From an optimization exercise on the open Yosys and OpenROAD flow, aimed at small area, a short achievable clock period and few clock cycles; shortcuts taken in it are not production practice. In this exercise RTL edits were held to simulation tests only and were not proved equivalent to the original. Power and IR drop assume default switching activity.

==> flow/design.v, too long to show whole: its modules and the start of the top module <==
// module conv: 2433 lines
// module top_set: 85 lines
module top_set #(
	parameter N = 64	 
)(
	input			clk,
	input			rst_n,
	input[7:0]		input_axi_data,
	input			input_axi_keep,
	input			input_axi_last,
	input			input_axi_valid,
	input			output_axi_ready,
	input signed[7:0]	coe_00_in,
	input signed[7:0]	coe_01_in,
	input signed[7:0]	coe_02_in,
	input signed[7:0]	coe_10_in,
	input signed[7:0]	coe_11_in,
	input signed[7:0]	coe_12_in,
	input signed[7:0]	coe_20_in,
	input signed[7:0]	coe_21_in,
	input signed[7:0]	coe_22_in,
	output			input_axi_ready,
	output[7:0]		output_axi_data,
	output			output_axi_valid,
	output			output_axi_last,
	output			output_axi_keep,
	output			sc1_window_en
);
  // ...
==> flow/flow/run.sh <==
#!/bin/bash
# Layout flow: the standard flow, with two changes to how the layout is
# made (the design, the constraints and the standard synthesis are unchanged):
#  1. after the standard synthesis, flow/polarity.py removes the inverters
#     that Yosys's full-adder extraction leaves between full adders, by
#     choosing for each full adder whether it works on true or complemented
#     signals (FA(~a,~b,~c) = ~FA(a,b,c)); registers are not touched;
#  2. the ports are buffered with sky130_fd_sc_hd__buf_1 cells.
# Each tool's output goes to a log file of its own in this folder.
set -euo pipefail
R=orfs/results/sky130hd/top_set/base
bash standard.sh synth > standard_synth.log 2>&1
cp $R/1_2_yosys.v $R/1_2_yosys.standard.v
python3 flow/polarity.py $R/1_2_yosys.standard.v $R/1_2_yosys.v > polarity.log 2>&1
rm -f $R/1_synth.odb $R/1_synth.sdc
export BUFFER_PORTS_ARGS="-buffer_cell sky130_fd_sc_hd__buf_1"
bash standard.sh > standard_layout.log 2>&1
==> flow/flow/polarity.py <==
#!/usr/bin/env python3
"""Remove inverters around full-adder cells of a Yosys gate netlist.

A full adder with all three inputs inverted gives both outputs inverted:
FA(~a, ~b, ~c) = (~sum, ~cout). So every sky130 fa cell can be "flipped":
its inputs take the complement of what they took and its outputs give the
complement of what they gave, with the same function overall. Yosys's
extract_fa leaves many inverters between full adders; this script dissolves
every inverter into a polarity demand, chooses a flip for each full adder
that needs the fewest complemented signals (local search), and writes the
netlist back with one inverter per signal whose complement is still needed.
Registers and all other cells are untouched.

usage: polarity.py IN.v OUT.v
"""
import re
import sys
import random

src = open(sys.argv[1]).read()

m = re.search(r'^module\s+\w+.*?;\n', src, re.M | re.S)
head_end = m.end()
end_idx = src.rindex('endmodule')

cell_re = re.compile(r'^  (sky130_fd_sc_hd__\w+)\s+(\S+)\s*\((.*?)\);\n', re.M | re.S)
pin_re = re.compile(r'\.(\w+)\(\s*(.*?)\s*\)(?:,|\s*$)', re.S)

body = src[head_end:end_idx]
cells = []
pos = 0
decls = []
for cm in cell_re.finditer(body):
    decls.append(body[pos:cm.start()])
    pos = cm.end()
    typ, name, pins_txt = cm.group(1), cm.group(2), cm.group(3)
    pins = [(p, n) for p, n in pin_re.findall(pins_txt)]
    cells.append([typ, name, pins])
decls.append(body[pos:])
rest = ''.join(decls)
if 'assign' in rest:
    sys.stderr.write('polarity: netlist has assign statements; left unchanged\n')
    open(sys.argv[2], 'w').write(src)
    sys.exit(0)

OUTPINS = {'X', 'Y', 'Q', 'Q_N', 'SUM', 'COUT', 'HI', 'LO'}
INV = re.compile(r'^sky130_fd_sc_hd__inv_\d+$')
FA = re.compile(r'^sky130_fd_sc_hd__fa_\d+$')

driver = {}
for ci, (typ, name, pins) in enumerate(cells):
    for p, n in pins:
        if p in OUTPINS:
            driver[n] = (ci, p)

# root of a net through any chain of inverters, with the parity
def root_of(net):
    par = 0
    while True:
        d = driver.get(net)
        if d is None:
            return net, par
        ci, p = d
        if INV.match(cells[ci][0]):
            net = dict(cells[ci][2])['A']
            par ^= 1
        else:
            return net, par

inv_cells = set(ci for ci, c in enumerate(cells) if INV.match(c[0]))
fa_cells = [ci for ci, c in enumerate(cells) if FA.match(c[0])]
fa_index = {ci: k for k, ci in enumerate(fa_cells)}

# loads: (cell, pin, root, parity)
loads = []
for ci, (typ, name, pins) in enumerate(cells):
    if ci in inv_cells:
        continue
    for p, n in pins:
        if p in OUTPINS:
            continue
        r, par = root_of(n)
        loads.append((ci, p, r, par))
# module outputs driven through inverters
port_loads = []
outs = re.findall(r'^\s*output\s+(?:\[(\d+):(\d+)\]\s*)?(\w+)\s*;', src[:head_end] + rest, re.M)
out_nets = set()
for hi, lo, nm in outs:
    if hi:
        for b in range(int(lo), int(hi) + 1):
            out_nets.add('%s[%d]' % (nm, b))
    else:
        out_nets.add(nm)
for n in out_nets:
    if n in driver and driver[n][0] in inv_cells:
        sys.stderr.write('polarity: output %s is driven by an inverter; left unchanged\n' % n)
        open(sys.argv[2], 'w').write(src)
        sys.exit(0)

roots = {}
for li, (ci, p, r, par) in enumerate(loads):
    roots.setdefault(r, []).append(li)

# native flip of a root: driven by a flipped FA output
def root_fa(r):
    d = driver.get(r)
    if d is None:
        return None
    return fa_index.get(d[0])

flip = [0] * len(fa_cells)

def demand(li):
    ci, p, r, par = loads[li]
    k = fa_index.get(ci)
    return par ^ (flip[k] if k is not None else 0)

def root_cost(r):
    k = root_fa(r)
    nat = flip[k] if k is not None else 0
    for li in roots[r]:
        if demand(li) != nat:
            return 1
    return 0

# roots touched by each FA
touch = [set() for _ in fa_cells]
for li, (ci, p, r, par) in enumerate(loads):
    k = fa_index.get(ci)
    if k is not None:
        touch[k].add(r)
for r in roots:
    k = root_fa(r)
    if k is not None:
        touch[k].add(r)

def total():
    return sum(root_cost(r) for r in roots)

before = total()
random.seed(1)
improved = True
passes = 0
while improved and passes < 50:
    improved = False
    passes += 1
    order = list(range(len(fa_cells)))
    random.shuffle(order)
    for k in order:
        c0 = sum(root_cost(r) for r in touch[k])
        flip[k] ^= 1
        c1 = sum(root_cost(r) for r in touch[k])
        if c1 < c0:
            improved = True
        else:
            flip[k] ^= 1
after = total()

# rewrite: drop old inverters, connect loads, add one inverter per complemented root
new_pins = {}
for li, (ci, p, r, par) in enumerate(loads):
    k = root_fa(r)
    nat = flip[k] if k is not None else 0
    new_pins[(ci, p)] = (r, demand(li) != nat)
inv_needed = sorted(set(r for (r, neg) in new_pins.values() if neg))
inv_name = {}
for i, r in enumerate(inv_needed):
    inv_name[r] = 'polinv_n%d' % i

out = [src[:head_end]]
out.append(rest.rstrip('\n') + '\n')
for i, r in enumerate(inv_needed):
    out.append('  wire %s;\n' % inv_name[r])
for ci, (typ, name, pins) in enumerate(cells):
    if ci in inv_cells:
        continue
    pl = []
    for p, n in pins:
        if p in OUTPINS:
            pl.append('    .%s(%s )' % (p, n))
        else:
            r, neg = new_pins[(ci, p)]
            pl.append('    .%s(%s )' % (p, inv_name[r] if neg else r))
    out.append('  %s %s (\n%s\n  );\n' % (typ, name, ',\n'.join(pl)))
for i, r in enumerate(inv_needed):
    rr = r if not r.startswith('\\') else r + ' '
    out.append('  sky130_fd_sc_hd__inv_1 polinv_%d (\n    .A(%s ),\n    .Y(%s )\n  );\n' % (i, r, inv_name[r]))
out.append(src[end_idx:])
open(sys.argv[2], 'w').write(''.join(out))
sys.stderr.write('polarity: %d inverters before, %d after (%d full adders flipped of %d)\n'
                 % (len(inv_cells), len(inv_needed), sum(flip), len(fa_cells)))
==> flow/standard.sh <==
#!/bin/bash
# synth_recipe.tcl (not shown) runs the flow's synth.tcl, then flattens the netlist and writes it again
# the make line also repeats each setting of config.mk as NAME=value (left out here)
make -C /OpenROAD-flow-scripts/flow DESIGN_CONFIG=/design/flow/config.mk WORK_HOME=/design/flow/orfs CLKGATE_MAP_FILE= SYNTH_SCRIPT=/design/flow/synth_recipe.tcl "${@:-finish}"
==> flow/config.mk <==
export PLATFORM = sky130hd
export DESIGN_NAME = top_set
export DESIGN_NICKNAME = top_set
export VERILOG_FILES = /design/flow/design.v
export SDC_FILE = /design/flow/constraint.sdc
export NUM_CORES = 4
export LEC_CHECK = 0
export CAP_MARGIN = 20
export CORE_MARGIN = 2
export CORE_UTILIZATION = 60
export CTS_BUF_LIST = sky130_fd_sc_hd__clkbuf_16
export CTS_CLUSTER_DIAMETER = 105
export CTS_CLUSTER_SIZE = 27
export SETUP_SLACK_MARGIN = 4.35
export SLEW_MARGIN = 20
==> flow/constraint.sdc <==
create_clock -name core_clock -period 7.0 [get_ports {clk}]
set_input_delay 1.4000 -clock core_clock [delete_from_list [all_inputs] [get_ports {clk}]]
set_output_delay 1.4000 -clock core_clock [all_outputs]
set_load 0.01 [all_outputs]
==> results.toml, run 1 <==
[detailed_routing]
via_per_inst = 5.22
num_vias = 20500
dr.first_iter.drc_count = 1512

[power]
maxPowerGroup = "sequential cells"
comb_power_mw = 5.21
power_switching_mw = 5.56
p_leak_nw = 17.3
powerSeq_mw = 8.72

[place]
place_inst = 3838
dp_hpwl_microns = 63800

[global_routing]
grt_pass1_wl_microns = 132000
grt_pass1_vias = 21500
overflow = 0

[layout]
seq_cells = 1328
fill_cells = 5020
sh_seq_area = 0.600
buffers = 95
fin_area_sq_um = 45100
multi_input_comb_cells = 1420
fin_util = 0.654
layout.nets = 3420
regArea_sq_um = 27000

[die]
floorplan.core_area_sq_um = 68900
rows = 96
die_w_microns = 268
die_area_sq_um = 72100

[clock_network]
cts.repair.resized = 172
clock_latency_ns = 0.67
cts_setup_buffers = 0

[sta]
period_needed_ns = 2.80
max_freq_mhz = 357
rsz0062_at_grt = "yes"
relSlewSlack = 0.373
setup_viol = 0
drv_slew = 0
tightest_slew_ns = 0.940

[worst_setup_path]
r2r_setup_slack_ns = 4.36

[outcome]
status = "complete, no violations"
Testbench counts, summed over its fixed seeds: cycles 133,344.
==> run 2, diff against run 1 <==
--- a/flow/design.v
+++ b/flow/design.v
@@ -28,243 +28,279 @@
   input mn4,
   input mn5,
   input mn6,
   input mn7,
   input mn8,
   output reg [6:0] y
 );
 reg one0_0, two0_0, neg0_0;
+wire nn0_0 = co0[1] & ~(co0[0] & 1'b0);
 always @(posedge clk) begin
   one0_0 <= (co0[0] ^ 1'b0) & mn0;
   two0_0 <= ((co0[1] & ~co0[0] & ~1'b0) | (~co0[1] & co0[0] & 1'b0)) & mn0;
-  neg0_0 <= co0[1] & ~(co0[0] & 1'b0);
+  neg0_0 <= nn0_0;
 end
 reg one0_1, two0_1, neg0_1;
+wire nn0_1 = co0[3] & ~(co0[2] & co0[1]);
 always @(posedge clk) begin
   one0_1 <= (co0[2] ^ co0[1]) & mn0;
   two0_1 <= ((co0[3] & ~co0[2] & ~co0[1]) | (~co0[3] & co0[2] & co0[1])) & mn0;
-  neg0_1 <= co0[3] & ~(co0[2] & co0[1]);
+  neg0_1 <= nn0_1;
 end
 reg one0_2, two0_2, neg0_2;
+wire nn0_2 = co0[5] & ~(co0[4] & co0[3]);
 always @(posedge clk) begin
   one0_2 <= (co0[4] ^ co0[3]) & mn0;
   two0_2 <= ((co0[5] & ~co0[4] & ~co0[3]) | (~co0[5] & co0[4] & co0[3])) & mn0;
-  neg0_2 <= co0[5] & ~(co0[4] & co0[3]);
+  neg0_2 <= nn0_2;
 end
 reg one0_3, two0_3, neg0_3;
+wire nn0_3 = co0[7] & ~(co0[6] & co0[5]);
 always @(posedge clk) begin
   one0_3 <= (co0[6] ^ co0[5]) & mn0;
   two0_3 <= ((co0[7] & ~co0[6] & ~co0[5]) | (~co0[7] & co0[6] & co0[5])) & mn0;
-  neg0_3 <= co0[7] & ~(co0[6] & co0[5]);
+  neg0_3 <= nn0_3;
 end
 reg one1_0, two1_0, neg1_0;
+wire nn1_0 = co1[1] & ~(co1[0] & 1'b0);
 always @(posedge clk) begin
   one1_0 <= (co1[0] ^ 1'b0) & mn1;
   two1_0 <= ((co1[1] & ~co1[0] & ~1'b0) | (~co1[1] & co1[0] & 1'b0)) & mn1;
-  neg1_0 <= co1[1] & ~(co1[0] & 1'b0);
+  neg1_0 <= nn1_0;
 end
 reg one1_1, two1_1, neg1_1;
+wire nn1_1 = co1[3] & ~(co1[2] & co1[1]);
 always @(posedge clk) begin
   one1_1 <= (co1[2] ^ co1[1]) & mn1;
   two1_1 <= ((co1[3] & ~co1[2] & ~co1[1]) | (~co1[3] & co1[2] & co1[1])) & mn1;
-  neg1_1 <= co1[3] & ~(co1[2] & co1[1]);
+  neg1_1 <= nn1_1;
 end
 reg one1_2, two1_2, neg1_2;
+wire nn1_2 = co1[5] & ~(co1[4] & co1[3]);
 always @(posedge clk) begin
   one1_2 <= (co1[4] ^ co1[3]) & mn1;
   two1_2 <= ((co1[5] & ~co1[4] & ~co1[3]) | (~co1[5] & co1[4] & co1[3])) & mn1;
-  neg1_2 <= co1[5] & ~(co1[4] & co1[3]);
+  neg1_2 <= nn1_2;
 end
 reg one1_3, two1_3, neg1_3;
+wire nn1_3 = co1[7] & ~(co1[6] & co1[5]);
 always @(posedge clk) begin
   one1_3 <= (co1[6] ^ co1[5]) & mn1;
   two1_3 <= ((co1[7] & ~co1[6] & ~co1[5]) | (~co1[7] & co1[6] & co1[5])) & mn1;
-  neg1_3 <= co1[7] & ~(co1[6] & co1[5]);
+  neg1_3 <= nn1_3;
 end
 reg one2_0, two2_0, neg2_0;
+wire nn2_0 = co2[1] & ~(co2[0] & 1'b0);
 always @(posedge clk) begin
   one2_0 <= (co2[0] ^ 1'b0) & mn2;
   two2_0 <= ((co2[1] & ~co2[0] & ~1'b0) | (~co2[1] & co2[0] & 1'b0)) & mn2;
-  neg2_0 <= co2[1] & ~(co2[0] & 1'b0);
+  neg2_0 <= nn2_0;
 end
 reg one2_1, two2_1, neg2_1;
+wire nn2_1 = co2[3] & ~(co2[2] & co2[1]);
 always @(posedge clk) begin
   one2_1 <= (co2[2] ^ co2[1]) & mn2;
   two2_1 <= ((co2[3] & ~co2[2] & ~co2[1]) | (~co2[3] & co2[2] & co2[1])) & mn2;
-  neg2_1 <= co2[3] & ~(co2[2] & co2[1]);
+  neg2_1 <= nn2_1;
 end
 reg one2_2, two2_2, neg2_2;
+wire nn2_2 = co2[5] & ~(co2[4] & co2[3]);
 always @(posedge clk) begin
   one2_2 <= (co2[4] ^ co2[3]) & mn2;
   two2_2 <= ((co2[5] & ~co2[4] & ~co2[3]) | (~co2[5] & co2[4] & co2[3])) & mn2;
-  neg2_2 <= co2[5] & ~(co2[4] & co2[3]);
+  neg2_2 <= nn2_2;
 end
 reg one2_3, two2_3, neg2_3;
+wire nn2_3 = co2[7] & ~(co2[6] & co2[5]);
 always @(posedge clk) begin
   one2_3 <= (co2[6] ^ co2[5]) & mn2;
   two2_3 <= ((co2[7] & ~co2[6] & ~co2[5]) | (~co2[7] & co2[6] & co2[5])) & mn2;
-  neg2_3 <= co2[7] & ~(co2[6] & co2[5]);
+  neg2_3 <= nn2_3;
 end
 reg one3_0, two3_0, neg3_0;
+wire nn3_0 = co3[1] & ~(co3[0] & 1'b0);
 always @(posedge clk) begin
   one3_0 <= (co3[0] ^ 1'b0) & mn3;
   two3_0 <= ((co3[1] & ~co3[0] & ~1'b0) | (~co3[1] & co3[0] & 1'b0)) & mn3;
-  neg3_0 <= co3[1] & ~(co3[0] & 1'b0);
+  neg3_0 <= nn3_0;
 end
 reg one3_1, two3_1, neg3_1;
+wire nn3_1 = co3[3] & ~(co3[2] & co3[1]);
 always @(posedge clk) begin
   one3_1 <= (co3[2] ^ co3[1]) & mn3;
   two3_1 <= ((co3[3] & ~co3[2] & ~co3[1]) | (~co3[3] & co3[2] & co3[1])) & mn3;
-  neg3_1 <= co3[3] & ~(co3[2] & co3[1]);
+  neg3_1 <= nn3_1;
 end
 reg one3_2, two3_2, neg3_2;
+wire nn3_2 = co3[5] & ~(co3[4] & co3[3]);
 always @(posedge clk) begin
   one3_2 <= (co3[4] ^ co3[3]) & mn3;
   two3_2 <= ((co3[5] & ~co3[4] & ~co3[3]) | (~co3[5] & co3[4] & co3[3])) & mn3;
-  neg3_2 <= co3[5] & ~(co3[4] & co3[3]);
+  neg3_2 <= nn3_2;
 end
 reg one3_3, two3_3, neg3_3;
+wire nn3_3 = co3[7] & ~(co3[6] & co3[5]);
 always @(posedge clk) begin
   one3_3 <= (co3[6] ^ co3[5]) & mn3;
   two3_3 <= ((co3[7] & ~co3[6] & ~co3[5]) | (~co3[7] & co3[6] & co3[5])) & mn3;
-  neg3_3 <= co3[7] & ~(co3[6] & co3[5]);
+  neg3_3 <= nn3_3;
 end
 reg one4_0, two4_0, neg4_0;
+wire nn4_0 = co4[1] & ~(co4[0] & 1'b0);
 always @(posedge clk) begin
   one4_0 <= (co4[0] ^ 1'b0) & mn4;
   two4_0 <= ((co4[1] & ~co4[0] & ~1'b0) | (~co4[1] & co4[0] & 1'b0)) & mn4;
-  neg4_0 <= co4[1] & ~(co4[0] & 1'b0);
+  neg4_0 <= nn4_0;
 end
 reg one4_1, two4_1, neg4_1;
+wire nn4_1 = co4[3] & ~(co4[2] & co4[1]);
 always @(posedge clk) begin
   one4_1 <= (co4[2] ^ co4[1]) & mn4;
   two4_1 <= ((co4[3] & ~co4[2] & ~co4[1]) | (~co4[3] & co4[2] & co4[1])) & mn4;
-  neg4_1 <= co4[3] & ~(co4[2] & co4[1]);
+  neg4_1 <= nn4_1;
 end
 reg one4_2, two4_2, neg4_2;
+wire nn4_2 = co4[5] & ~(co4[4] & co4[3]);
 always @(posedge clk) begin
   one4_2 <= (co4[4] ^ co4[3]) & mn4;
   two4_2 <= ((co4[5] & ~co4[4] & ~co4[3]) | (~co4[5] & co4[4] & co4[3])) & mn4;
-  neg4_2 <= co4[5] & ~(co4[4] & co4[3]);
+  neg4_2 <= nn4_2;
 end
 reg one4_3, two4_3, neg4_3;
+wire nn4_3 = co4[7] & ~(co4[6] & co4[5]);
 always @(posedge clk) begin
   one4_3 <= (co4[6] ^ co4[5]) & mn4;
   two4_3 <= ((co4[7] & ~co4[6] & ~co4[5]) | (~co4[7] & co4[6] & co4[5])) & mn4;
-  neg4_3 <= co4[7] & ~(co4[6] & co4[5]);
+  neg4_3 <= nn4_3;
 end
 reg one5_0, two5_0, neg5_0;
+wire nn5_0 = co5[1] & ~(co5[0] & 1'b0);
 always @(posedge clk) begin
   one5_0 <= (co5[0] ^ 1'b0) & mn5;
   two5_0 <= ((co5[1] & ~co5[0] & ~1'b0) | (~co5[1] & co5[0] & 1'b0)) & mn5;
-  neg5_0 <= co5[1] & ~(co5[0] & 1'b0);
+  neg5_0 <= nn5_0;
 end
 reg one5_1, two5_1, neg5_1;
+wire nn5_1 = co5[3] & ~(co5[2] & co5[1]);
 always @(posedge clk) begin
   one5_1 <= (co5[2] ^ co5[1]) & mn5;
   two5_1 <= ((co5[3] & ~co5[2] & ~co5[1]) | (~co5[3] & co5[2] & co5[1])) & mn5;
-  neg5_1 <= co5[3] & ~(co5[2] & co5[1]);
+  neg5_1 <= nn5_1;
 end
 reg one5_2, two5_2, neg5_2;
+wire nn5_2 = co5[5] & ~(co5[4] & co5[3]);
 always @(posedge clk) begin
   one5_2 <= (co5[4] ^ co5[3]) & mn5;
   two5_2 <= ((co5[5] & ~co5[4] & ~co5[3]) | (~co5[5] & co5[4] & co5[3])) & mn5;
-  neg5_2 <= co5[5] & ~(co5[4] & co5[3]);
+  neg5_2 <= nn5_2;
 end
 reg one5_3, two5_3, neg5_3;
+wire nn5_3 = co5[7] & ~(co5[6] & co5[5]);
 always @(posedge clk) begin
   one5_3 <= (co5[6] ^ co5[5]) & mn5;
   two5_3 <= ((co5[7] & ~co5[6] & ~co5[5]) | (~co5[7] & co5[6] & co5[5])) & mn5;
-  neg5_3 <= co5[7] & ~(co5[6] & co5[5]);
+  neg5_3 <= nn5_3;
 end
 reg one6_0, two6_0, neg6_0;
+wire nn6_0 = co6[1] & ~(co6[0] & 1'b0);
 always @(posedge clk) begin
   one6_0 <= (co6[0] ^ 1'b0) & mn6;
   two6_0 <= ((co6[1] & ~co6[0] & ~1'b0) | (~co6[1] & co6[0] & 1'b0)) & mn6;
-  neg6_0 <= co6[1] & ~(co6[0] & 1'b0);
+  neg6_0 <= nn6_0;
 end
 reg one6_1, two6_1, neg6_1;
+wire nn6_1 = co6[3] & ~(co6[2] & co6[1]);
 always @(posedge clk) begin
   one6_1 <= (co6[2] ^ co6[1]) & mn6;
   two6_1 <= ((co6[3] & ~co6[2] & ~co6[1]) | (~co6[3] & co6[2] & co6[1])) & mn6;
-  neg6_1 <= co6[3] & ~(co6[2] & co6[1]);
+  neg6_1 <= nn6_1;
 end
 reg one6_2, two6_2, neg6_2;
+wire nn6_2 = co6[5] & ~(co6[4] & co6[3]);
 always @(posedge clk) begin
   one6_2 <= (co6[4] ^ co6[3]) & mn6;
   two6_2 <= ((co6[5] & ~co6[4] & ~co6[3]) | (~co6[5] & co6[4] & co6[3])) & mn6;
-  neg6_2 <= co6[5] & ~(co6[4] & co6[3]);
+  neg6_2 <= nn6_2;
 end
 reg one6_3, two6_3, neg6_3;
+wire nn6_3 = co6[7] & ~(co6[6] & co6[5]);
 always @(posedge clk) begin
   one6_3 <= (co6[6] ^ co6[5]) & mn6;
   two6_3 <= ((co6[7] & ~co6[6] & ~co6[5]) | (~co6[7] & co6[6] & co6[5])) & mn6;
-  neg6_3 <= co6[7] & ~(co6[6] & co6[5]);
+  neg6_3 <= nn6_3;
 end
 reg one7_0, two7_0, neg7_0;
+wire nn7_0 = co7[1] & ~(co7[0] & 1'b0);
 always @(posedge clk) begin
   one7_0 <= (co7[0] ^ 1'b0) & mn7;
   two7_0 <= ((co7[1] & ~co7[0] & ~1'b0) | (~co7[1] & co7[0] & 1'b0)) & mn7;
-  neg7_0 <= co7[1] & ~(co7[0] & 1'b0);
+  neg7_0 <= nn7_0;
 end
 reg one7_1, two7_1, neg7_1;
+wire nn7_1 = co7[3] & ~(co7[2] & co7[1]);
 always @(posedge clk) begin
   one7_1 <= (co7[2] ^ co7[1]) & mn7;
   two7_1 <= ((co7[3] & ~co7[2] & ~co7[1]) | (~co7[3] & co7[2] & co7[1])) & mn7;
-  neg7_1 <= co7[3] & ~(co7[2] & co7[1]);
+  neg7_1 <= nn7_1;
 end
 reg one7_2, two7_2, neg7_2;
+wire nn7_2 = co7[5] & ~(co7[4] & co7[3]);
 always @(posedge clk) begin
   one7_2 <= (co7[4] ^ co7[3]) & mn7;
   two7_2 <= ((co7[5] & ~co7[4] & ~co7[3]) | (~co7[5] & co7[4] & co7[3])) & mn7;
-  neg7_2 <= co7[5] & ~(co7[4] & co7[3]);
+  neg7_2 <= nn7_2;
 end
 reg one7_3, two7_3, neg7_3;
+wire nn7_3 = co7[7] & ~(co7[6] & co7[5]);
 always @(posedge clk) begin
   one7_3 <= (co7[6] ^ co7[5]) & mn7;
   two7_3 <= ((co7[7] & ~co7[6] & ~co7[5]) | (~co7[7] & co7[6] & co7[5])) & mn7;
-  neg7_3 <= co7[7] & ~(co7[6] & co7[5]);
+  neg7_3 <= nn7_3;
 end
 reg one8_0, two8_0, neg8_0;
+wire nn8_0 = co8[1] & ~(co8[0] & 1'b0);
 always @(posedge clk) begin
   one8_0 <= (co8[0] ^ 1'b0) & mn8;
   two8_0 <= ((co8[1] & ~co8[0] & ~1'b0) | (~co8[1] & co8[0] & 1'b0)) & mn8;
-  neg8_0 <= co8[1] & ~(co8[0] & 1'b0);
+  neg8_0 <= nn8_0;
 end
 reg one8_1, two8_1, neg8_1;
+wire nn8_1 = co8[3] & ~(co8[2] & co8[1]);
 always @(posedge clk) begin
   one8_1 <= (co8[2] ^ co8[1]) & mn8;
   two8_1 <= ((co8[3] & ~co8[2] & ~co8[1]) | (~co8[3] & co8[2] & co8[1])) & mn8;
-  neg8_1 <= co8[3] & ~(co8[2] & co8[1]);
+  neg8_1 <= nn8_1;
 end
 reg one8_2, two8_2, neg8_2;
+wire nn8_2 = co8[5] & ~(co8[4] & co8[3]);
 always @(posedge clk) begin
   one8_2 <= (co8[4] ^ co8[3]) & mn8;
   two8_2 <= ((co8[5] & ~co8[4] & ~co8[3]) | (~co8[5] & co8[4] & co8[3])) & mn8;
-  neg8_2 <= co8[5] & ~(co8[4] & co8[3]);
+  neg8_2 <= nn8_2;
 end
 reg one8_3, two8_3, neg8_3;
+wire nn8_3 = co8[7] & ~(co8[6] & co8[5]);
 always @(posedge clk) begin
   one8_3 <= (co8[6] ^ co8[5]) & mn8;
   two8_3 <= ((co8[7] & ~co8[6] & ~co8[5]) | (~co8[7] & co8[6] & co8[5])) & mn8;
-  neg8_3 <= co8[7] & ~(co8[6] & co8[5]);
+  neg8_3 <= nn8_3;
 end
 reg [3:0] nsel;
 always @* begin
   case (sel)
-    4'd0: nsel = {neg0_3, neg0_2, neg0_1, neg0_0};
-    4'd1: nsel = {neg1_3, neg1_2, neg1_1, neg1_0};
-    4'd2: nsel = {neg2_3, neg2_2, neg2_1, neg2_0};
-    4'd3: nsel = {neg3_3, neg3_2, neg3_1, neg3_0};
-    4'd4: nsel = {neg4_3, neg4_2, neg4_1, neg4_0};
-    4'd5: nsel = {neg5_3, neg5_2, neg5_1, neg5_0};
-    4'd6: nsel = {neg6_3, neg6_2, neg6_1, neg6_0};
-    4'd7: nsel = {neg7_3, neg7_2, neg7_1, neg7_0};
-    4'd8: nsel = {neg8_3, neg8_2, neg8_1, neg8_0};
+    4'd0: nsel = {nn0_3, nn0_2, nn0_1, nn0_0};
+    4'd1: nsel = {nn1_3, nn1_2, nn1_1, nn1_0};
+    4'd2: nsel = {nn2_3, nn2_2, nn2_1, nn2_0};
+    4'd3: nsel = {nn3_3, nn3_2, nn3_1, nn3_0};
+    4'd4: nsel = {nn4_3, nn4_2, nn4_1, nn4_0};
+    4'd5: nsel = {nn5_3, nn5_2, nn5_1, nn5_0};
+    4'd6: nsel = {nn6_3, nn6_2, nn6_1, nn6_0};
+    4'd7: nsel = {nn7_3, nn7_2, nn7_1, nn7_0};
+    4'd8: nsel = {nn8_3, nn8_2, nn8_1, nn8_0};
     default: nsel = 4'd0;
   endcase
 end
 reg [3:0] nadd;
 reg [9:0] sreg;
 always @(posedge clk or negedge rst_n) begin
   if (~rst_n) nadd <= 4'd0;
   else nadd <= nsel & {4{sacc}};
==> flow/config.mk (replaced) <==
export PLATFORM = sky130hd
export DESIGN_NAME = top_set
export DESIGN_NICKNAME = top_set
export VERILOG_FILES = /design/flow/design.v
export SDC_FILE = /design/flow/constraint.sdc
export NUM_CORES = 4
export LEC_CHECK = 0
export CAP_MARGIN = 20
export CORE_MARGIN = 2
export CORE_UTILIZATION = 70
export CTS_BUF_LIST = sky130_fd_sc_hd__clkbuf_16
export CTS_CLUSTER_DIAMETER = 105
export CTS_CLUSTER_SIZE = 28
export SETUP_SLACK_MARGIN = 4.2
export SLEW_MARGIN = 20
==> run 2 against run 1 <==
Against the previous run: count of clock-buffer cells in the layout fell by 1; synthesized cell count decreased by 0.70%; die area shrank 14%; setup slack is essentially flat; combinational power shrank 2%; critical path type unchanged; largest cell class unchanged; highest routed layer unchanged.
==> results.toml, run 2 <==
[power]
power_switching_mw = 5.52
p_leak_nw = 17.1
powerDensity_nw_per_um2 = 397
swShare = 0.315
internal_power_mw = 12.0
combPwrFrac = 0.293
irDropWorstVdd_mv = 0.331
p_clk_frac = 0.208
seqPwrFrac = 0.500

[detailed_routing]
routedWlPerCell_microns = 25.5
drc = 0
routed_wl_microns = 95500
dr.pass1.iters = 25
via_per_inst = 5.72
drtAntennaViolNets = 0
dr.first_iter.drc_count = 2344
num_vias = 21400

[worst_setup_path]
cp-end-kind = "output pin"
arrival_ns = 1.40
ff2ff_path_depth = 5
r2r-end = "u_conv.r1[49]"
r2r-start = "d[2][4]"
start_kind = "primary input"
crit_required_ns = 5.60
crit_type = "in -> out"
r2r_setup_slack_ns = 4.24
worstPathMaxFanout = 1

[sta]
rsz0062_at_grt = "yes"
fin_crit_sh = 0.400
fin_setup_tns_ns = 0
tightest_slew_ns = 1.02
setup_viol = 0
relSlewSlack = 0.319
hold_viol_final = 0
drv_slew = 0
clock_skew_ns = 0.0359
max_freq_mhz = 357
period_needed_ns = 2.80

[layout]
mostFrequentLayoutCells = "1,254 x dfxtp_1, 309 x fa_1, 281 x xor2_1, 253 x a22oi_1, 119 x nand2_1"
layout.nets = 3400
fin_cells = 3738
largest_register_ffs = 1048
syn2layout_area_growth_pct = 5.14
drive_gt1_frac = 0.0473
regMostFlops = "d"
final_common_cell = "dfxtp_1"
fin_util = 0.745
largestRegisters = "d x1048, u_conv.r1 x101, u_conv.r2 x35"

[clock_network]
cts_buffers = 54
clock_path_buffers = 3
cts_tree = "done"
path_clk_slew_ns = 0.10
clock_sinks = 1328
cts_root_buf = "clkbuf_16"
clock_latency_ns = 0.66
cts.htree.levels = 2

[yosys]
synth_warnings = 4
synth_area_per_cell_sq_um = 14.0
synth_cells = 2997
synth_area_sq_um = 41900

[worst_hold_path]
hold_class = "reg -> reg"
hold_depth = 0
hold-path-endpoint = "d[80][3]"
worstHoldStart = "d[79][3]"

[outcome]
status = "complete, no violations"

[die]
die_w_microns = 249
die_area_sq_um = 61900
die_y_microns = 249
io_pins = 99
floorplan.core_area_sq_um = 59100
rows = 89
initial_core_util = 0.709

[global_routing]
antenna_found_initial = 5
grt_pass1_vias = 22900
grt_max_degree = 30
grt.total_usage = 0.317
overflow = 0
grt_pass1_wl_microns = 145000

[place]
dp_hpwl_microns = 69900
place_inst = 3665
portBuffers = 90
gp_congestion = 0.969

[flow_run]
max_cap_violations = 0
[run 2: cell count changes in the layout (fill, tap and decap cells not counted), sizes merged, moves of 6 or more]
cell | previous run | this run
nand3b | 2 | 11
a31oi | 4 | 10
mux2i | 0 | 6
nand2 | 128 | 119
or3b | 1 | 9
a22oi | 259 | 253
nor2 | 99 | 71
[run 2: layout make-up]
class,count,area [sq um]
timing repair buffer,93,362
inverter,69,259
antenna,5,12.5
tap,773,967
clock buffer,55,1380
clock inverter,12,110
sequential,1328,26800
fill,3455,15100
multi-input combinational,1403,14200
[run 2: power groups by stage]
stage	Clock, mW	Combinational, mW	Sequential, mW
floorplan	0	3.14	8.66
global placement	0	4.64	8.86
detailed placement	0	4.96	8.90
CTS	3.68	5.08	8.73
global route	3.92	5.64	8.80
finish	3.63	5.12	8.73
[run 2: how the worst max path moves through the flow]
stage	startpoint	end	slack (ns)	depth (start not counted)
6_report	input_axi_valid	sc1_window_en	4.20	0
5_1_grt	input_axi_valid	sc1_window_en	4.20	0
4_1_cts	d[128][4]	u_conv.r1[49]	4.17	6
3_5_place_dp	coe_01_in[1]	u_conv.nadd[1]	3.83	6
3_3_place_gp	coe_01_in[1]	u_conv.nadd[1]	3.85	6
2_1_floorplan	input_axi_valid	sc1_window_en	4.10	1
[run 2: worst reg2reg max path: stages, from the launching register on]
cell	delay, ns
dfxtp_1	0.59
a22oi_1	0.21
xor2_1	0.19
fa_1	0.63
fa_1	0.48
fa_1	0.51
[run 2: what timing repair did]
item	4_1_cts	5_1_grt
gates resized for setup	5	48
hold buffers	0	0
setup buffers	0	1
endpoints found under the setup margin	6	47
[run 2: layer usage]
layer / part of all wire / GRT usage
met1: 0.40 / 0.426
met3: 0.068 / 0.0495
met4: 0.048 / 0.129
met2: 0.48 / 0.522
met5: 0.00012 / 0
[run 2: stage by stage]
stage | cell area [sq um] | setup slack, ns | hold WS [ns] | total power, mW
after floorplan | 41900 | 4.10 | 0.310 | 11.8
after global placement | 42500 | 3.85 | 0.309 | 13.5
after detailed placement | 42500 | 3.83 | 0.312 | 13.9
after CTS | 44000 | 4.17 | 0.329 | 17.5
after global routing | 44100 | 4.20 | 0.329 | 18.4
final | 44100 | 4.20 | 0.327 | 17.5
Testbench counts of run 2, summed over its fixed seeds: cycles 133,344.
==> run 3, diff against run 2 <==
--- a/flow/config.mk
+++ b/flow/config.mk
@@ -5,9 +5,10 @@
 export SDC_FILE = /design/flow/constraint.sdc
 export NUM_CORES = 4
 export LEC_CHECK = 0
+export ABC_AREA = 1
 export CAP_MARGIN = 20
 export CORE_MARGIN = 2
-export CORE_UTILIZATION = 70
+export CORE_UTILIZATION = 60
 export CTS_BUF_LIST = sky130_fd_sc_hd__clkbuf_16
 export CTS_CLUSTER_DIAMETER = 105
 export CTS_CLUSTER_SIZE = 28
==> run 3 against run 2 <==
Against the previous run: maximum frequency shrank 1.6%; sequential cell count is the same; critical path depth grew 6; final cell count grew 15%; non-clock buffer count is the same; design area grew 3.0%; sequential share of layout area shrank 1.8 points; wire length shrank 2.3%; global-route usage shrank 5.2 points; core utilization shrank 9.5 points; power grew 8.2%; sequential power shrank 0.7%; critical endpoint is now u_conv.r1[14]; largest power group unchanged.
==> results.toml, run 3 <==
[sta]
relSlewSlack = 0.381
tightest_slew_ns = 0.928
setup_viol = 0
period_needed_ns = 2.85
fin_crit_sh = 0.407
fin_setup_tns_ns = 0
drv_slew = 0
rsz0062_at_grt = "yes"
max_freq_mhz = 351
holdWs_ns = 0.307
clock_skew_ns = 0.0384
hold_viol_final = 0

[clock_network]
cts_tree = "done"
clock_path_buffers = 3
clock_sinks = 1328
clock_latency_ns = 0.68
cts.htree.levels = 2
cts_buffers = 56
hold_buffers = 0
cts_root_buf = "clkbuf_16"
path_clk_slew_ns = 0.11

[power]
p_leak_nw = 19.0
power.total_mw = 18.9
powerDensity_nw_per_um2 = 417
irDropWorstVdd_mv = 0.293

[worst_setup_path]
r2r-start = "d[1][4]"
ff2ff_path_depth = 6
cp-end-kind = "flop"
r2r_setup_slack_ns = 4.15
cpMaxStageDelayCell = "fa_1"
slowest_delay_ns = 0.67
crit_required_ns = 7.54
worstPathMaxFanout = 8
cp_common_cell = "fa_1"
start_kind = "flop"
crit_type = "reg -> reg"
cp_cell_sequence = "inv_1, o22ai_1, xor2_1, fa_1, fa_1, fa_1"
r2r-end = "u_conv.r1[14]"
path_buf_inv = 1
crit_family = "adder cells"
arrival_ns = 3.39

[layout]
largest_register_ffs = 1048
fin_util = 0.651
fill_cells = 5059
mostFrequentLayoutCells = "1,279 x dfxtp_1, 374 x inv_1, 327 x xor2_1, 298 x fa_1, 243 x o22ai_1"
fin_cells = 4316
drive_gt1_frac = 0.0501
syn2layout_area_growth_pct = 7.85
regMostFlops = "d"
largestRegisters = "d x1048, u_conv.r1 x101, u_conv.r2 x35"
layout.nets = 3810
final_common_cell = "dfxtp_1"

[yosys]
synth_area_per_cell_sq_um = 13.1
synth_area_sq_um = 42100
synth_warnings = 4
synth_cells = 3222

[die]
initial_core_util = 0.603
die_y_microns = 269
die_w_microns = 269
rows = 97
die_area_sq_um = 72300
floorplan.core_area_sq_um = 69800
io_pins = 99

[global_routing]
overflow = 0
grt_pass1_wl_microns = 140000
grt_max_degree = 30
antenna_found_initial = 6
grt_pass1_vias = 22800
grt.total_usage = 0.265

[place]
place_inst = 4238
gp_congestion = 0.992
dp_hpwl_microns = 71100
portBuffers = 90

[worst_hold_path]
worstHoldStart = "d[11][0]"
hold_class = "reg -> reg"
hold-path-endpoint = "d[12][0]"
hold_depth = 0

[flow_run]
max_cap_violations = 0

[detailed_routing]
num_vias = 21900
routedWlPerCell_microns = 21.6
via_per_inst = 5.07
drtAntennaViolNets = 0
drc = 0
routed_wl_microns = 93300
dr.first_iter.drc_count = 1559
dr.pass1.iters = 6

[outcome]
status = "complete, no violations"
[run 3: per-layer routing]
metal  vias to the layer above  global-route usage  wire, microns  part of all wire
met2                       559               0.445          44700              0.48
met3                       125              0.0336           4460             0.048
met1                     10900               0.367          41400              0.44
li1                      10300                   -              -                 -
met4                         4              0.0733           2710             0.029
met5                         -                   0             24           0.00026
[run 3: area by class of cell]
| class | instances | area, sq um | share of cell area |
|---|---|---|---|
| Sequential cell | 1328 | 26800 | 0.590 |
| Multi-Input combinational cell | 1490 | 14000 | 0.308 |
| Inverter | 390 | 1480 | 0.0327 |
| Clock buffer | 56 | 1400 | 0.0309 |
| Tap cell | 940 | 1180 | 0.0259 |
| Timing Repair Buffer | 93 | 362 | 0.00797 |
| Clock inverter | 17 | 221 | 0.00488 |
| Antenna cell | 2 | 5.00 | 0.000110 |
[run 3: worst max-delay path by stage]
stage,start,end,slack [ns],depth (start not counted)
finish,d[1][4],u_conv.r1[14],4.15,6
global route,d[130][2],u_conv.r1[8],4.12,7
CTS,d[64][3],u_conv.r1[49],4.15,6
detailed placement,coe_00_in[3],u_conv.nadd[2],3.92,8
global placement,coe_00_in[3],u_conv.nadd[2],3.89,8
floorplan,input_axi_valid,sc1_window_en,4.10,1
[run 3: metrics by stage]
| step | setup slack [ns] | cell area (sq um) |
|---|---|---|
| after floorplan | 4.10 | 42100 |
| after global placement | 3.89 | 43500 |
| after detailed placement | 3.92 | 43500 |
| after CTS | 4.15 | 45200 |
| after global routing | 4.12 | 45400 |
| final | 4.15 | 45400 |
[run 3: what timing repair did]
item,in CTS,in global routing
gates resized for setup,15,52
pin swaps,0,10
buffers inserted,0,3
setup endpoints to repair,25,38
cloned,0,0
[run 3: where the power goes]
group	internal [mW]	switching, mW
Sequential	8.35	0.320
Combinational	2.76	3.72
Clock	1.50	2.27
==> run 4, diff against run 3 <==
--- a/flow/config.mk
+++ b/flow/config.mk
@@ -5,7 +5,6 @@
 export SDC_FILE = /design/flow/constraint.sdc
 export NUM_CORES = 4
 export LEC_CHECK = 0
-export ABC_AREA = 1
 export CAP_MARGIN = 20
 export CORE_MARGIN = 2
 export CORE_UTILIZATION = 60
==> run 4 against run 3 <==
Against the previous run: final cell count decreased by 9.8%; sequential cell count unchanged; combinational power decreased by 25%; critical path depth decreased by 6; first-iteration DRC count increased by 8.7%; wire length decreased by 6.4%; clock skew increased by 0.0097 ns; die area decreased by 0.39%; critical path type is now in -> out; largest power group unchanged; synthesized cell count decreased by 7.0%; sequential share of layout area increased by 1.5 points; setup slack improved by 0.046 ns; non-clock buffer count decreased by 1.
==> results.toml, run 4 <==
[layout]
drive_gt1_frac = 0.0459
fin_area_sq_um = 44300
regMostFlops = "d"
syn2layout_area_growth_pct = 5.63
largestRegisters = "d x1048, u_conv.r1 x101, u_conv.r2 x35"
layout.nets = 3399
final_common_cell = "dfxtp_1"
mostFrequentLayoutCells = "1,258 x dfxtp_1, 310 x fa_1, 279 x xor2_1, 253 x a22oi_1, 119 x nand2_1"
largest_register_ffs = 1048

[detailed_routing]
dr.first_iter.drc_count = 1694
via_per_inst = 5.24
drtAntennaViolNets = 0
dr.pass1.iters = 7
num_vias = 20400
routed_wl_microns = 87300
drc = 0
routedWlPerCell_microns = 22.4

[die]
rows = 96
initial_core_util = 0.608
io_pins = 99
floorplan.core_area_sq_um = 68900
die_area_sq_um = 72000
die_y_microns = 268
die_w_microns = 268

[place]
place_area_sq_um = 42700
dp_hpwl_microns = 66500
portBuffers = 90
gp_congestion = 0.948
post-place-ws_ns = 3.85

[clock_network]
clock_path_buffers = 3
path_clk_slew_ns = 0.10
clock_sinks = 1328
hold_buffers = 0
cts_root_buf = "clkbuf_16"
clock_latency_ns = 0.67
cts.htree.levels = 2
cts_buffers = 54
cts_tree = "done"

[sta]
clock_skew_ns = 0.0481
max_freq_mhz = 357
setup_viol = 0
rsz0062_at_grt = "yes"
hold_viol_final = 0
fin_crit_sh = 0.400
setup_slack_ns = 4.20
tightest_slew_ns = 0.903
holdWs_ns = 0.296
drv_slew = 0
fin_setup_tns_ns = 0
period_needed_ns = 2.80
relSlewSlack = 0.398

[global_routing]
antenna_found_initial = 6
grt_max_degree = 30
overflow = 0
grt_pass1_wl_microns = 132000
grt.total_usage = 0.250
grt_pass1_vias = 21200

[outcome]
status = "complete, no violations"

[worst_hold_path]
hold_class = "reg -> reg"

[power]
combPwrFrac = 0.284
swShare = 0.308
seqPwrFrac = 0.507
power_switching_mw = 5.29
internal_power_mw = 11.9
p_leak_nw = 17.1
irDropWorstVdd_mv = 0.349
p_clk_frac = 0.209
powerDensity_nw_per_um2 = 388

[worst_setup_path]
crit_type = "in -> out"
worstPathMaxFanout = 1
cp-end-kind = "output pin"
start_kind = "primary input"
crit_required_ns = 5.60
arrival_ns = 1.40

[yosys]
synth_warnings = 4
synth_area_sq_um = 41900
synth_area_per_cell_sq_um = 14.0
synth_cells = 2997

[flow_run]
max_cap_violations = 0
## run 4: worst reg2reg max path: cells and delay by family (launching register included)
| family | cells | cell delay, ns |
|---|---|---|
| AOI/OAI and AO/OA | 1 | 0.34 |
| xor gates and xnor gates | 1 | 0.31 |
| adders and majority gates | 3 | 1.62 |
| DFF | 1 | 0.43 |
## run 4: repair_timing
item | CTS | global route
endpoints found under the setup margin | 3 | 34
setup buffers | 0 | 0
resized for setup | 4 | 44
## run 4: worst paths after layout
kind / startpoint / to / slack (ns) / depth (start not counted)
min in group asynchronous: rst_n / u_conv.sreg[8] / 0.83 / 1
hold / removal: d[32][7] / d[33][7] / 0.30 / 0
max in group asynchronous: rst_n / u_conv.nadd[0] / 5.59 / 1
hold reg to reg: d[32][7] / d[33][7] / 0.30 / 0
setup reg to reg: d[0][1] / u_conv.r1[1] / 4.23 / 5
setup / recovery: input_axi_valid / sc1_window_en / 4.20 / 0
## run 4: metrics by stage
step,util,instances,power [mW]
floorplan,-,2998,11.8
global placement,0.619,3823,13.7
detailed placement,0.619,3823,13.8
CTS,0.641,3892,17.3
global route,0.642,3892,18.2
finish,0.642,3894,17.2
## run 4: layout make-up
cell class	count	area (sq um)
flip-flops and latches	1328	26800
fillers	5062	24700
multi-input cells	1403	14200
clock buffers	54	1350
well taps	931	1160
repair buffers	92	354
inverters	69	259
clock inverters	15	155
diodes	2	5.00
## run 4: power by group through the flow
stage	sequential, mW	combinational, mW	clock, mW
4_1_cts	8.71	4.95	3.69
5_1_grt	8.78	5.50	3.94
2_1_floorplan	8.66	3.14	0
3_5_place_dp	8.88	4.91	0
3_3_place_gp	8.86	4.82	0
6_report	8.71	4.88	3.59
## run 4: metal layers
metal / track usage / routed length [microns]
met5: 0 / 40
met4: 0.0752 / 2750
met3: 0.0367 / 4310
met2: 0.400 / 40500
met1: 0.358 / 39800

==> afterwards: timing with drivers on the ports <==
The results above use ideal ports. As a check the final layouts listed here were re-extracted and re-timed, cells and wires unchanged.
Step 1, drivers: a clkbuf_16 drives clk and a buf_2 each remaining input, both assumed.
Step 2 times the ports against the registers' clock, not the clock port: input delays grow and output delays shrink by t, the midpoint of the rising clock arrivals with the driver on.
Three values: ideal ports, drivers, drivers and shift; two values: the first two.
run	t (ns)	slack for setup (ns)	hold WS [ns]
run 1	0.710	4.200 / 4.159 / 4.159	0.318 / 0.318 / 0.318
run 2	0.712	4.200 / 4.158 / 3.740	0.327 / 0.327 / 0.327
run 3	0.730	4.154 / 4.154 / 3.841	0.307 / 0.307 / 0.307
run 4	0.713	4.200 / 4.159 / 3.683	0.296 / 0.296 / 0.296
After both steps every run listed still meets setup and hold. The setup slack of run 4, which loses most, moves by -0.041 ns with the drivers and by -0.517 ns with both steps.
